What follows belongs to an exercise in optimizing a design on an open flow for small area and a short achievable clock period; a production flow would make more cautious choices.
Function was checked by simulation only, so behaviour that the tests miss may differ from the original.

==> 06-05 <==
## mult_top
module mult_top(
    input clk,
    input  [15:0] x,
    input  [15:0] y,
    output reg [31:0] p_out
    );
    wire [17:0] h_d;
    wire yneg_d, sn_d;
    wire [4:0] ksum_d;
    wire [5:0] m_d;
    ELM_front front(.x(x), .y(y), .h(h_d), .yneg(yneg_d), .ksum(ksum_d),
                    .m(m_d), .sn(sn_d));
    reg [17:0] h_q;
    reg yneg_q, sn_q;
    reg [4:0] ksum_q;
    reg [5:0] m_q;
    wire [31:0] P_vec;
    ELM_back back(.h(h_q), .yneg(yneg_q), .ksum(ksum_q), .m(m_q),
                  .sn(sn_q), .p(P_vec));
    always @(posedge clk)
    begin
        h_q <= h_d;
        yneg_q <= yneg_d;
        ksum_q <= ksum_d;
        m_q <= m_d;
        sn_q <= sn_d;
        p_out <= P_vec;
    end
endmodule
==> module ELM_log, before the edit <==
module ELM_log(
    input  [12:0] a,
    output [3:0]  k,
    output [4:0]  f
    );
    wire [12:0] above;    
    wire [12:0] lead;     
    assign above[12] = 1'b0;
    genvar i, j;
    generate
        for (i = 11; i >= 0; i = i - 1) begin : g_above
            assign above[i] = |a[12:i+1];
        end
        for (i = 0; i < 13; i = i + 1) begin : g_lead
            assign lead[i] = a[i] & ~above[i];
        end
    endgenerate
    assign k[0] = lead[1] | lead[3] | lead[5] | lead[7] | lead[9] | lead[11];
    assign k[1] = lead[2] | lead[3] | lead[6] | lead[7] | lead[10] | lead[11];
    assign k[2] = lead[4] | lead[5] | lead[6] | lead[7] | lead[12];
    assign k[3] = lead[8] | lead[9] | lead[10] | lead[11] | lead[12];
    generate
        for (j = 0; j < 5; j = j + 1) begin : g_f
            wire [12:0] t;
            for (i = 0; i < 13; i = i + 1) begin : g_t
                if (i - 1 - j >= 0) begin : g_on
                    assign t[i] = lead[i] & a[i-1-j];
                end else begin : g_off
                    assign t[i] = 1'b0;
                end
            end
            assign f[4-j] = |t;
        end
    endgenerate
endmodule
==> module ELM_add, before the edit <==
module ELM_add #(parameter W = 18) (
    input  [W-1:0] a,
    input  [W-1:0] b,
    input          ci,
    output [W-1:0] s
    );
    wire [W-1:0] p0 = a ^ b;
    wire [W-1:0] g0 = a & b;
    wire [W-1:0] g [0:5];
    wire [W-1:0] p [0:5];
    assign g[0] = {g0[W-1:1], g0[0] | (p0[0] & ci)};
    assign p[0] = p0;
    genvar l, i;
    generate
        for (l = 0; l < 5; l = l + 1) begin : g_lvl
            for (i = 0; i < W; i = i + 1) begin : g_bit
                if (i >= (1 << l)) begin : g_op
                    assign g[l+1][i] = g[l][i] | (p[l][i] & g[l][i-(1<<l)]);
                    assign p[l+1][i] = p[l][i] & p[l][i-(1<<l)];
                end else begin : g_pass
                    assign g[l+1][i] = g[l][i];
                    assign p[l+1][i] = p[l][i];
                end
            end
        end
    endgenerate
    assign s = p0 ^ {g[5][W-2:0], ci};
endmodule
==> module ELM_back, before the edit <==
module ELM_back(
    input  [17:0] h,
    input         yneg,
    input  [4:0]  ksum,
    input  [5:0]  m,
    input         sn,
    output [31:0] p
    );
    wire [6:0] w = m[5] ? {1'b1, m[4:0], 1'b0} : {1'b0, 1'b1, m[4:0]};
    wire [9:0] u = {3'b0, w} << ksum[1:0];
    wire [7:0] oq;
    genvar i, j;
    generate
        for (i = 0; i < 8; i = i + 1) begin : g_oq
            assign oq[i] = (ksum[4:2] == i) && (i < 7);
        end
    endgenerate
    wire [27:0] a;
    generate
        for (j = 0; j < 28; j = j + 1) begin : g_a
            wire [6:0] t;
            for (i = 0; i < 7; i = i + 1) begin : g_t
                if (j + 5 - 4 * i >= 0 && j + 5 - 4 * i <= 9) begin : g_on
                    assign t[i] = u[j+5-4*i] & oq[i];
                end else begin : g_off
                    assign t[i] = 1'b0;
                end
            end
            assign a[j] = |t;
        end
    endgenerate
    wire [27:0] pp0 = a ^ {28{sn}};
    assign p[13:0] = pp0[13:0] - yneg;
    wire c14 = yneg & (|pp0[13:0]);
    ELM_add #(18) add_p(.a(h), .b({{4{sn}}, pp0[27:14]}), .ci(c14), .s(p[31:14]));
endmodule
Settings: LEC_CHECK=0, ABC_AREA=1, CAP_MARGIN=20, CORE_MARGIN=2, CORE_UTILIZATION=40, CTS_BUF_LIST=sky130_fd_sc_hd__clkbuf_4, SETUP_SLACK_MARGIN=3.0, SLEW_MARGIN=20; clock period 7.0 ns.
standard.sh (not shown) runs the stock make flow with config.mk's settings and CLKGATE_MAP_FILE= SYNTH_SCRIPT=/design/flow/synth_recipe.tcl, a recipe that flattens the netlist after the stock synthesis.
==> flow/flow/run.sh <==
#!/bin/bash
# Standard layout, with two changes passed to the ORFS make run:
#  - no full/half adder cell extraction in synthesis (ABC maps the adders),
#  - port buffers made from the smallest buffer cell.
export ADDER_MAP_FILE=
export BUFFER_PORTS_ARGS="-buffer_cell sky130_fd_sc_hd__buf_1"
bash standard.sh > standard.log 2>&1
==> 05-19: changes against 06-05 <==
--- a/flow/design.v
+++ b/flow/design.v
@@ -4,33 +4,21 @@
     output [4:0]  f
     );
-    wire [12:0] above;    
-    wire [12:0] lead;     
-    assign above[12] = 1'b0;
-    genvar i, j;
-    generate
-        for (i = 11; i >= 0; i = i - 1) begin : g_above
-            assign above[i] = |a[12:i+1];
-        end
-        for (i = 0; i < 13; i = i + 1) begin : g_lead
-            assign lead[i] = a[i] & ~above[i];
-        end
-    endgenerate
-    assign k[0] = lead[1] | lead[3] | lead[5] | lead[7] | lead[9] | lead[11];
-    assign k[1] = lead[2] | lead[3] | lead[6] | lead[7] | lead[10] | lead[11];
-    assign k[2] = lead[4] | lead[5] | lead[6] | lead[7] | lead[12];
-    assign k[3] = lead[8] | lead[9] | lead[10] | lead[11] | lead[12];
-    generate
-        for (j = 0; j < 5; j = j + 1) begin : g_f
-            wire [12:0] t;
-            for (i = 0; i < 13; i = i + 1) begin : g_t
-                if (i - 1 - j >= 0) begin : g_on
-                    assign t[i] = lead[i] & a[i-1-j];
-                end else begin : g_off
-                    assign t[i] = 1'b0;
-                end
-            end
-            assign f[4-j] = |t;
-        end
-    endgenerate
+    wire n3 = a[12];
+    wire n2 = ~n3 & (|a[11:8]);
+    wire n1 = ~n3 & ~(|a[11:8]) & (|a[7:4]);
+    wire n0 = ~n3 & ~(|a[11:4]);
+    assign k[3] = n3 | n2;
+    assign k[2] = n3 | n1;
+    wire [20:0] e = {3'b0, a, 5'b0};
+    wire [8:0] g = ({9{n0}} & e[8:0]) | ({9{n1}} & e[12:4])
+                 | ({9{n2}} & e[16:8]) | ({9{n3}} & e[20:12]);
+    wire l3 = g[8];
+    wire l2 = ~g[8] & g[7];
+    wire l1 = ~g[8] & ~g[7] & g[6];
+    wire l0 = ~g[8] & ~g[7] & ~g[6];
+    assign k[1] = l3 | l2;
+    assign k[0] = l3 | l1;
+    assign f = ({5{l0}} & g[4:0]) | ({5{l1}} & g[5:1])
+             | ({5{l2}} & g[6:2]) | ({5{l3}} & g[7:3]);
 endmodule
 module ELM_add #(parameter W = 18) (
@@ -50,7 +38,8 @@
         for (l = 0; l < 5; l = l + 1) begin : g_lvl
             for (i = 0; i < W; i = i + 1) begin : g_bit
-                if (i >= (1 << l)) begin : g_op
-                    assign g[l+1][i] = g[l][i] | (p[l][i] & g[l][i-(1<<l)]);
-                    assign p[l+1][i] = p[l][i] & p[l][i-(1<<l)];
+                if ((i >> l) & 1) begin : g_op
+                    localparam integer J = ((i >> l) << l) - 1;
+                    assign g[l+1][i] = g[l][i] | (p[l][i] & g[l][J]);
+                    assign p[l+1][i] = p[l][i] & p[l][J];
                 end else begin : g_pass
                     assign g[l+1][i] = g[l][i];
Settings changed: CTS_CLUSTER_SIZE from default to 6, SETUP_SLACK_MARGIN 3.0 to 3.1.
==> 03-10: changes against 06-05 <==
--- a/flow/design.v
+++ b/flow/design.v
@@ -103,10 +103,9 @@
     );
     wire [6:0] w = m[5] ? {1'b1, m[4:0], 1'b0} : {1'b0, 1'b1, m[4:0]};
-    wire [9:0] u = {3'b0, w} << ksum[1:0];
-    wire [7:0] oq;
+    wire [24:0] oh;
     genvar i, j;
     generate
-        for (i = 0; i < 8; i = i + 1) begin : g_oq
-            assign oq[i] = (ksum[4:2] == i) && (i < 7);
+        for (i = 0; i < 25; i = i + 1) begin : g_oh
+            assign oh[i] = (ksum == i);
         end
     endgenerate
@@ -116,6 +115,6 @@
             wire [6:0] t;
             for (i = 0; i < 7; i = i + 1) begin : g_t
-                if (j + 5 - 4 * i >= 0 && j + 5 - 4 * i <= 9) begin : g_on
-                    assign t[i] = u[j+5-4*i] & oq[i];
+                if (j + 5 - i >= 0 && j + 5 - i <= 24) begin : g_on
+                    assign t[i] = w[i] & oh[j+5-i];
                 end else begin : g_off
                     assign t[i] = 1'b0;
Settings changed: CTS_BUF_LIST sky130_fd_sc_hd__clkbuf_4 to default, SETUP_SLACK_MARGIN 3.0 to default.
==> reports/qor.yml <==
p_seq_w: 0.000598
yosys.area_share.xor_xnor_pct: 17.7
worst-path-max-fanout: 16
post_drt_wl_per_cell_um: 11.0
grt.met3_usage_pct: 2.12
drt_iter0_markers: 313
syn2layout_area_growth_pct: 9.28
avgSynthCellArea_sq_um: 6.15
grt_max_degree: 28
clk_latency_ns: 0.41
hold_path_end: "p_out[31]"
clk_transition_reported_paths_ns: 0.11
vdd_drop_max_mv: 0.130
ys_types: 56
run_status: "complete, no violations"
grt_pass1_wl_um: 23800
clock_area_share_pct: 2.15
sh_seq_area_pct: 18.6
critPathMaxStageDelay_ns: 0.33
[end of results for 05-19]
==> reports/qor.yml <==
clock_area_share_pct: 3.78
grt_pass1_wl_um: 34500
run_status: "complete, no violations"
ys_types: 51
grt_max_degree: 37
post_drt_wl_per_cell_um: 13.3
worst-path-max-fanout: 17
vdd_drop_max_mv: 0.141
grt.met3_usage_pct: 2.74
yosys.area_share.xor_xnor_pct: 13.3
clk_transition_reported_paths_ns: 0.06
drt_iter0_markers: 988
[end of results for 03-10]
==> reports/qor.yml <==
run_status: "complete, no violations"
avgSynthCellArea_sq_um: 5.99
synth_edf_count: 0
post_drt_wl_per_cell_um: 12.1
worst-path-max-fanout: 19
hold_path_end: "p_out[14]"
syn2layout_area_growth_pct: 7.75
p_seq_w: 0.000587
critPathMaxStageDelay_ns: 0.60
clk_latency_ns: 0.41
grt.met3_usage_pct: 2.72
clk_transition_reported_paths_ns: 0.09
vdd_drop_max_mv: 0.153
grt_max_degree: 27
grt_pass1_wl_um: 28800
[end of results for 06-05]

-- what the ideal ports hide --
How much do the figures lean on ideal ports? The routed layouts below were timed once more, with nothing changed but the port constraints.
Step 1 sets driving cells, clkbuf_16 on the clock port and buf_2 on the other inputs (assumed; they add their load-dependent delay and slew).
Step 2, shift: input delay + t, output delay - t, t = (earliest + latest rising clock arrival at the registers) / 2. This alone moves slack from input paths to output paths.
Slacks: no drivers / after step 1 / after step 2; pairs: no drivers / after step 1.
| run | t, ns | setup slack, ns | hold WS [ns] | worst setup path after step 2 | worst register clock-pin slew, ns |
|---|---|---|---|---|---|
| 06-05 | 0.433 | 3.269 / 3.276 / 2.843 | 0.560 / 0.560 / 0.560 | input to register | 0.11 / 0.11 |
| 05-19 | 0.435 | 3.365 / 3.373 / 2.938 | 0.548 / 0.548 / 0.548 | input to register | 0.11 / 0.11 |
| 03-10 | 0.372 | 2.976 / 2.994 / 2.622 | 0.561 / 0.561 / 0.561 | input to register | 0.06 / 0.06 |
After both steps setup and hold are still met in every run listed. For 05-19, which loses most, drivers alone change the setup slack by +0.008 ns; drivers and shift together by -0.427 ns.
